From an optimization exercise on the open Yosys and OpenROAD flow, aimed at small area; shortcuts taken in it are not production practice.
Function was checked by simulation only, so behaviour that the tests miss may differ from the original.
Power and IR drop assume default switching activity.

==> design/flow/design.v <==
module Freqdiv(
    input Clk,
    input Clear,
    output Tick
    );
    localparam [13:0] INV = 14'h2AAA;
    localparam [13:0] RST = 14'h0001 ^ INV;
    reg [13:0] p;
    wire [13:0] s = p ^ INV;
    wire z = ~|s[12:0];
    wire f = s[13] ^ s[12] ^ s[11] ^ s[1] ^ z;
    always @(posedge Clk)
        if (Clear) p <= RST;
        else       p <= {s[12:0], f} ^ INV;
    assign Tick = z & ~s[13];
endmodule
module PBdeb(
    input Clk,
    input Clear,
    input Tick,
    input reset_pb,
    output reset_deb
    );
    reg FF1, FF2, FF3;
    always @(posedge Clk)
        if (Clear) begin
            FF1 <= 1'b0; FF2 <= 1'b0; FF3 <= 1'b0;
        end else if (Tick) begin
            FF1 <= reset_pb; FF2 <= FF1; FF3 <= FF2;
        end
    assign reset_deb = FF1 & FF2 & ~FF3;
endmodule
module VGA_CTRL(
    input CLK_65MHz,
    input Clear,
    output HSync,
    output VSync,
    output VideoOn,
    output reg [7:0] HCount,
    output reg [6:0] VCount
    );
    function [7:0] inc8;
        input [7:0] a;
        integer i;
        reg c;
        begin
            c = 1'b1;
            for (i = 0; i < 8; i = i + 1) begin
                inc8[i] = a[i] ^ c;
                c = a[i] & c;
            end
        end
    endfunction
    wire hend = HCount[7] & HCount[5] & HCount[2] & HCount[1] & HCount[0];    
    wire vend = VCount[6] & VCount[5] & VCount[2];                             
    wire [7:0] hinc = inc8(HCount);
    wire [7:0] vinc = inc8({1'b0, VCount});
    always @(posedge CLK_65MHz)
        if (Clear | hend) HCount <= 8'd0;
        else              HCount <= hinc;
    always @(posedge CLK_65MHz)
        if (Clear | (hend & vend)) VCount <= 7'd0;
        else if (hend)             VCount <= vinc[6:0];
    assign HSync = HCount[7] | HCount[6] | HCount[5] | (HCount[4] & (|HCount[3:0]));   
    assign VSync = |VCount;
    wire h_ge38  = HCount[7] | HCount[6] | (HCount[5] & (HCount[4] | HCount[3] | (HCount[2] & HCount[1])));
    wire h_ge165 = HCount[7] & HCount[5] & HCount[2] & (HCount[1] | HCount[0]);
    wire v_ge5   = VCount[6] | VCount[5] | VCount[4] | VCount[3] | (VCount[2] & (VCount[1] | VCount[0]));
    assign VideoOn = h_ge38 & ~h_ge165 & v_ge5 & ~vend;
endmodule
module VGA_Graphic(
    input CLK_65MHz,
    input Clear,
    input GameOn,
    input VideoOn,
    input GameStartdb,
    input Bar_up,
    input Bar_down,
    input [7:0] HCount,
    input [6:0] VCount,
    output [3:0] Red,
    output [3:0] Green,
    output [3:0] Blue
    );
    function [17:0] addf;
        input [16:0] a, b;
        input ci;
        integer i;
        reg c;
        begin
            c = ci;
            for (i = 0; i < 17; i = i + 1) begin
                addf[i] = a[i] ^ b[i] ^ c;
                c = (a[i] & b[i]) | (c & (a[i] | b[i]));
            end
            addf[17] = c;
        end
    endfunction
    function ge;
        input [16:0] a, b;
        integer i;
        reg c;
        begin
            c = 1'b1;
            for (i = 0; i < 17; i = i + 1)
                c = (a[i] & ~b[i]) | (c & (a[i] | ~b[i]));
            ge = c;
        end
    endfunction
    reg        game_stop;
    reg [6:0]  bv;
    reg [15:0] bs;
    reg [7:0]  bh;
    reg [16:0] bvp;
    reg        hneg, vneg;
    reg [2:0]  hmag, vel;
    reg [1:0]  hit;
    wire refresh = ~|HCount & ~|VCount;
    wire atwall  = bh[7] | (&bh[6:1]);                                    
    wire atbar   = ~bh[7] & ~bh[6] & (~bh[5] | (~bh[4] & (~bh[3] | ~|bh[2:0])));   
    wire hit2 = hit[0] & atwall & refresh;
    reg [1:0] hit_ns;
    always @(*)
        if (hit[1])                         hit_ns = 2'd0;
        else if (atwall && refresh)         hit_ns = {hit[0], ~hit[0]};
        else if (game_stop || GameStartdb)  hit_ns = 2'd0;
        else                                hit_ns = hit;
    wire G = GameStartdb | game_stop;
    wire [15:0] bs_eff = (G & ~hit2) ? 16'd12 : bs;
    wire [17:0] sh_w = addf({10'd0, bv}, {1'b0, bs_eff}, 1'b0);
    wire [15:0] sh = sh_w[15:0];                     
    wire sh_hi0 = ~|sh[15:6];
    wire sh_le49 = ~sh[5] | ~sh[4] | (~sh[3] & ~sh[2] & (~sh[1] | ~sh[0]));    
    wire sh_le52 = ~sh[5] | ~sh[4] | (~sh[3] & (~sh[2] | ~|sh[1:0]));          
    wire sh_ge3  = |sh[5:2] | (sh[1] & sh[0]);
    wire down_ok = sh_hi0 & (hit2 ? (sh_ge3 & sh_le52) : sh_le49);
    wire up_mv = Bar_up & refresh & (|bv[6:2] | (bv[1] & bv[0]));          
    wire dn_mv = Bar_down & refresh & down_ok;
    wire [17:0] bv_a = addf({10'd0, bv}, {10'd0, {5{up_mv}}, ~up_mv, 1'b1}, 1'b0);    
    wire [6:0] bv_ns = (game_stop | ~GameOn) ? 7'd6 : (up_mv | dn_mv) ? bv_a[6:0] : bv;
    wire below = ~ge({1'b0, sh}, {1'b0, bvp[16:1]});
    wire [17:0] ab = addf({10'd0, bv}, {10'd0, ~bvp[7:1]}, 1'b0);
    wire above = ~|bvp[16:8] & ab[7] & |ab[6:1];
    wire miss = below | above;
    wire [17:0] bh_a = addf({9'd0, bh}, {9'd0, {4{hneg}}, hmag ^ {3{hneg}}, 1'b1}, 1'b0);
    wire [17:0] bvp_a = addf(bvp, {{14{vneg}}, ~vneg, vneg, 1'b1}, 1'b0);
    always @(posedge CLK_65MHz) begin
        if (Clear | game_stop) begin
            bh <= 8'd56; bvp <= 17'd25;
        end else if (refresh) begin
            bh  <= bh_a[7:0];
            bvp <= bvp_a[16:0];
        end
    end
    always @(posedge CLK_65MHz) begin
        if (Clear) begin
            hneg <= 1'b0; hmag <= 3'd2; vneg <= 1'b0;
        end else if (atwall) begin
            hneg <= 1'b1; hmag <= vel;
        end else if (atbar && !miss) begin
            hneg <= 1'b0; hmag <= vel;
        end else if (~|bvp[16:3] & ~(bvp[2] & (bvp[1] | bvp[0])))    
            vneg <= 1'b0;
        else if (|bvp[16:7] | (bvp[6] & bvp[5]))                      
            vneg <= 1'b1;
    end
    always @(posedge CLK_65MHz) begin
        if (Clear) vel <= 3'd2;
        else if (hit[1]) vel <= {vel[2] ^ (vel[1] & vel[0]), vel[1] ^ vel[0], ~vel[0]};
        else if (G) vel <= 3'd2;
    end
    wire [17:0] bs_d = addf({1'b0, bs}, 17'h1FFFD, 1'b0);    
    always @(posedge CLK_65MHz) begin
        if (Clear) begin
            hit <= 2'd0; bs <= 16'd12; bv <= 7'd6;
        end else begin
            hit <= hit_ns;
            bs  <= hit2 ? bs_d[15:0] : G ? 16'd12 : bs;
            bv  <= bv_ns;
        end
    end
    always @(posedge CLK_65MHz)
        if (Clear)                 game_stop <= 1'b1;
        else if (atbar && miss)    game_stop <= 1'b1;
        else if (GameStartdb)      game_stop <= 1'b0;
        else if (!GameOn)          game_stop <= 1'b1;
    wire [17:0] hd = addf({9'd0, HCount}, {9'd0, ~bh}, 1'b0);          
    wire ball_h_on = hd[8] & ~|hd[7:2] & ~(hd[1] & hd[0]);
    wire [17:0] vd = addf({10'd0, VCount}, {10'd0, ~bvp[6:0]}, 1'b0);  
    wire ball_v_on = ~|bvp[16:7] & vd[7] & ~|vd[6:2] & ~(vd[1] & vd[0]);
    wire BallOn = ball_h_on & ball_v_on;
    wire bar_v_on = ~ge({9'd0, bv, 1'b0}, {10'd0, VCount}) & (~sh_hi0 | ge({10'd0, sh[5:0], 1'b0}, {10'd0, VCount}));
    wire BarOn  = ~HCount[7] & ~HCount[6] & ~(HCount[5] & (HCount[4] | HCount[3])) & bar_v_on;    
    wire WallOn = HCount[7] & ~|HCount[6:3] & ((HCount[2] & ~(HCount[1] & HCount[0])) | (~HCount[2] & HCount[1] & HCount[0]));
    wire R = VideoOn & (~GameOn | BallOn | ~(BarOn | WallOn));
    wire Gr = VideoOn & (~GameOn | ~(BallOn | BarOn | WallOn));
    wire B = VideoOn & (~GameOn | (~BallOn & (BarOn | WallOn)));
    assign Red = {4{R}};
    assign Green = {4{Gr}};
    assign Blue = {4{B}};
endmodule
module TopVGAGame(
    input CLK_65MHz,
    input Clear,
    input GameOn,
    input GameStart,
    input Bar_up,
    input Bar_down,
    output HSync,
    output VSync,
    output [3:0] Red,
    output [3:0] Green,
    output [3:0] Blue
    );
    wire [7:0] HCount;
    wire [6:0] VCount;
    wire Tick, GameStartdb, VideoOn;
    Freqdiv F1(.Clk(CLK_65MHz), .Clear(Clear), .Tick(Tick));
    PBdeb P1(.Clk(CLK_65MHz), .Clear(Clear), .Tick(Tick), .reset_pb(GameStart), .reset_deb(GameStartdb));
    VGA_CTRL V1(.CLK_65MHz(CLK_65MHz), .Clear(Clear), .HSync(HSync), .VSync(VSync),
                .VideoOn(VideoOn), .HCount(HCount), .VCount(VCount));
    VGA_Graphic V2(.CLK_65MHz(CLK_65MHz), .Clear(Clear), .GameOn(GameOn), .VideoOn(VideoOn),
                   .GameStartdb(GameStartdb), .Bar_up(Bar_up), .Bar_down(Bar_down),
                   .HCount(HCount), .VCount(VCount), .Red(Red), .Green(Green), .Blue(Blue));
endmodule
==> design/flow/run.sh <==
#!/bin/bash
# synth_recipe.tcl (not shown) runs the flow's synth.tcl, then flattens the netlist and writes it again
# the make line also repeats each setting of config.mk as NAME=value (left out here)
make -C /OpenROAD-flow-scripts/flow DESIGN_CONFIG=/design/flow/config.mk WORK_HOME=/design/flow/orfs CLKGATE_MAP_FILE= SYNTH_SCRIPT=/design/flow/synth_recipe.tcl finish
==> design/flow/config.mk <==
export PLATFORM = sky130hd
export DESIGN_NAME = TopVGAGame
export DESIGN_NICKNAME = TopVGAGame
export VERILOG_FILES = /design/flow/design.v
export SDC_FILE = /design/flow/constraint.sdc
export NUM_CORES = 4
export LEC_CHECK = 0
export ABC_AREA = 1
export CAP_MARGIN = 20
export CORE_MARGIN = 2
export CORE_UTILIZATION = 40
export SLEW_MARGIN = 20
==> design/flow/constraint.sdc <==
create_clock -name core_clock -period 15.4 [get_ports {CLK_65MHz}]
set_input_delay 3.0800 -clock core_clock [delete_from_list [all_inputs] [get_ports {CLK_65MHz}]]
set_output_delay 3.0800 -clock core_clock [all_outputs]
set_load 0.01 [all_outputs]
==> metrics.sh <==
MAX_FREQ_GHz=0.0888
MAX-VDD-IR-DROP_uV=70.5
NETLIST_AREA_MM2=0.00603
VIA_COUNT=4757
SYNTH-SEQ-CELLS=91
HIGHEST_CELL_DELAY_ON_THE_WORST_TIMING_PATH_NS=0.61
WIRELENGTH_UM=13300
CLK_TRANSITION_REPORTED_PATHS_NS=0.07
CTS_BUFFER_DEPTH=2
ROOT_BUFFER_SELECTED_BY_CTS='clkbuf_16'
STATUS='finished clean'
END_KIND='output pin'
PWR_DENSITY_CELL_mW_PER_MM2=76.8
TIMING.FINAL.HOLD_VIOLATIONS=0
TIMING.MAX_SLEW.REL_SLACK_PCT=32.9
YOSYS.AREA.TOP_TYPE='dfxtp_1'
NUMCLOCKSINKS=91
GR-USAGE-ALL-LAYERS_PCT=17.6
POST-ROUTE-MIN-PERIOD_NS=11.27
CPMAXSTAGEDELAYCELL='clkdlybuf4s50_1'
GLOBALPLACE.CONGESTION=0.893
WORST_SETUP_PATH_TYPE='reg -> out'
WORSTMARGINPINSLEW_NS=1.00
GRT_START_MAX_NET_PINS=32
CTS_TREE='done'
HOLD_CLASS='reg -> reg'
REPORT.FINAL.SETUP_VIOL=0
FINAL_CELL_COUNT_NO_FILL=932
MAX_CAP_VIOL_COUNT=0
DRTITER0DRC=269
GRT_SETUP_UNREPAIRED='no'
POST_SYNTHESIS_NET_COUNT=834
SYNTH_EDF_COUNT=0
POST_ROUTE_SETUP_TNS_NS=0
FINAL_MAX_SLEW_VIOL_COUNT=0
YOSYS-TOP-CELLS-AREA='dfxtp_1 (30%), fa_1 (17%), ha_1 (8.3%), nand2_1 (7.1%), inv_1 (6.7%)'
NUMBER_OF_ANTENNA_VIOLATIONS_AT_THE_FIRST_CHECK_IN_GLOBAL_ROUTING=0
BUFFER_PORTS.INSERTED=19
CPMOSTUSEDCELL='ha_1'
FIRST_PASS_GRT_WIRE_LENGTH_UM=22600
POST-PLACE-CELLS=916
DRTPASS1ITERATIONS=4
ROUTED_WIRE_LENGTH_PER_INSTANCE_UM=14.3
WORSTPATHREQUIRED_NS=12.32
AVGVIACOUNTPERCELL=5.10
FINAL_LAYOUT_SIZE_SUFFIX_GT1_SHARE_PCT=8.82
SYNTH_WARN=4
GRT_PASS1_VIAS=4733
NUMBER_OF_TOP_LEVEL_PINS=20
NUM-NETS-FINAL=840
CP_MAX_FO=31
DIE_AREA_MM2=0.0161
ROUTEDLENGTHMET1_UM=6100
CTS_SETUP_BUFFERS=0
CP-START-KIND='flop'
ANTENNA-DIODE-COUNT=0
DR_WL_MET3_UM=549
TIMING.CLOCK.SKEW_NS=0.00875
PLACEMENTROWS=44
ANTENNA_VIOLATING_NETS_POST_ROUTE=0
CTS_INSERTED_BUFFERS=9
HPWLAFTERDP_UM=10500
GLOBALROUTE.TOTALOVERFLOW=0
WORST_EP_ARRIVAL_TIME_NS=8.19
YS_DOMINANT_REG_CELL='dfxtp_1'
DIE_X_UM=127
CLOCK_LATENCY_NS=0.35
HOLD_PATH_DEPTH=1
H_TREE_LVL_COUNT=3
COREAREA_MM2=0.0146
DRC=0
ROUTE.MET2.WL_UM=6310
FINALCRITPERIODSHARE_PCT=73.1
POWER.STATIC_LEAKAGE_nW=2.93
AREA_GROWTH_PCT=10.2
LENGTH_IN_CELLS_OF_THE_WORST_REG_TO_REG_PATH=21
SYNTH_INSTANCES=737
HIGHEST_LAYER='met4'
GATES_RESIZED_CTS_REPAIR=0
POSTSYNTH.ASYNCRESETSHARE_PCT=0
EFFECTIVE_UTILIZATION_AT_FLOORPLAN_PCT=41.2
SYNTH.LIB_CELLS_USED.DISTINCT=47
TOP_AREA_CELL_TYPE_SHARE_OF_THE_NETLIST_AREA_PCT=30.2
FP.DIEH_UM=127
SYNTH_SEQUENTIAL_AREA_RATIO_PCT=30.2
HOLD_BUFFERS=0
SYNTHESIS.AREA_PER_INSTANCE_UM2=8.18
worst paths after layout:
| kind | startpoint | end | slack [ns] |
|---|---|---|---|
| max | V1.HCount[1]$_SDFF_PP0_ | Red[2] | 4.13 |
| min | F1.p[8]$_SDFF_PP0_ | F1.p[9]$_SDFF_PP1_ | 0.39 |
| min reg2reg | F1.p[8]$_SDFF_PP0_ | F1.p[9]$_SDFF_PP1_ | 0.39 |
| max reg2reg | V2.vneg$_SDFFE_PP0P_ | V2.bvp[16]$_SDFFE_PP0N_ | 7.40 |
placed cells by master (no fill, tap or decap), types with 3 or more instances in the layout:
cell,instances
dfxtp_1,91
nand2_1,114
fa_1,51
o22ai_1,8
xnor2_1,7
inv_2,11
or2_2,13
o21ai_0,49
clkdlybuf4s50_1,19
nor3_1,11
nand3_1,18
nor4_1,4
buf_4,5
nand2_2,5
nand2_4,4
nand4_1,8
a21oi_1,44
inv_1,107
clkbuf_16,9
ha_1,40
a211oi_1,7
o211ai_1,5
nor2_1,73
o221ai_1,3
o21ai_1,3
a22oi_1,4
cell usage after synthesis, types with 4 or more instances:
cell type / instances
clkbuf_1: 15
a22oi_1: 4
nor3_1: 11
dfxtp_1: 91
o211ai_1: 5
o22ai_1: 8
buf_4: 12
a21oi_1: 44
inv_2: 11
fa_1: 51
xnor2_1: 7
or2_2: 13
nor2_1: 73
a211oi_1: 7
nand3_1: 18
nand2_2: 5
o21ai_0: 49
nand2_1: 114
inv_1: 107
nand2_4: 4
nand4_1: 8
nor4_1: 4
ha_1: 40
registers in the layout, indices dropped and copies added (netlist names):
| signal | cells |
|---|---|
| P1.FF2 | 1 |
| P1.FF3 | 1 |
| V2.bv | 7 |
| V2.bh | 8 |
| P1.FF1 | 1 |
| V1.VCount | 7 |
| V1.HCount | 8 |
| V2.hit | 2 |
| V2.bs | 16 |
| V2.vel | 3 |
| V2.bvp | 17 |
| V2.game_stop | 1 |
| V2.hmag | 3 |
| V2.hneg | 1 |
| V2.vneg | 1 |
| F1.p | 14 |
kinds of logic after synthesis:
logic type / Yosys count / synth area share [%]
flip-flops: 91 / 30.2
AND/OR/NAND/NOR: 266 / 20.5
XOR/XNOR: 10 / 1.76
AO/OA/AOI/OAI: 130 / 12.1
buffers and inverters: 149 / 10.1
adder cells (fa/ha/maj): 91 / 25.2
through the flow:
stage | util [%] | power (W) | setup WS, ns | hold WS, ns | cell area [um^2]
after CTS | 45.4 | 0.000517 | 4.08 | 0.388 | 6640
after floorplan | - | 0.000274 | 5.80 | 0.361 | 6030
after global routing | 45.4 | 0.000531 | 3.57 | 0.406 | 6640
final | 45.4 | 0.000510 | 4.13 | 0.388 | 6640
after detailed placement | 43.2 | 0.000283 | 4.48 | 0.379 | 6330
after global placement | 43.2 | 0.000282 | 4.73 | 0.373 | 6330
layout make-up:
cell class,count,area [um^2]
fillers,1465,8000
multi-input cells,497,3600
flip-flops and latches,91,1820
inverters,120,454
clock buffers,10,239
well taps,184,230
repair buffers,24,228
clock inverters,6,71.3
per-layer routing:
layer / GRT usage [%] / vias to the layer above
met4: 7.89 / 0
met3: 3.50 / 25
li1: - / 2375
met1: 22.7 / 2248
met2: 28.7 / 109
met5: 0 / -
worst max-delay path, delay by kind of cell, from the launching register on:
kind,cells,cell delay (ns)
compound gates,2,0.42
simple gates,11,1.59
fa+ha+maj,16,4.12
buf+inv,6,1.28
flops,1,0.41
report_power, final:
group | total, W | switching [W] | internal, W
sequential | 0.000241 | 0.00000274 | 0.000238
clock | 0.000232 | 0.000100 | 0.000132
combinational | 0.0000369 | 0.0000247 | 0.0000122
total | 0.000510 | 0.000128 | 0.000382

re-timing with driven ports:
Ports are ideal in the flow. The routed layout listed here was re-timed in OpenROAD. Step 1 (the two cells are an assumption about what drives the block):
set clk [get_ports {CLK_65MHz}]
set_driving_cell -lib_cell sky130_fd_sc_hd__clkbuf_16 $clk
set_driving_cell -lib_cell sky130_fd_sc_hd__buf_2 [delete_from_list [all_inputs] $clk]
Step 2 moves the port delays by t, midway between the first and last clock arrival at a register: inputs arrive t later, outputs are due t later. That takes back most of the time a late clock gives input paths. a / b / c = ideal ports / drivers / drivers and shift; a / b = the first two.
shift t [ns]: 0.389
slack for setup (ns): 4.135 / 4.095 / 4.484
hold slack, ns: 0.388 / 0.388 / 0.388
slew at the worst register clock pin (ns): 0.07 / 0.07
cell pins on the clock port's net: 1
After both steps this run still meets setup and hold. For this run, drivers alone change the setup slack by -0.040 ns; drivers and shift together by +0.349 ns.
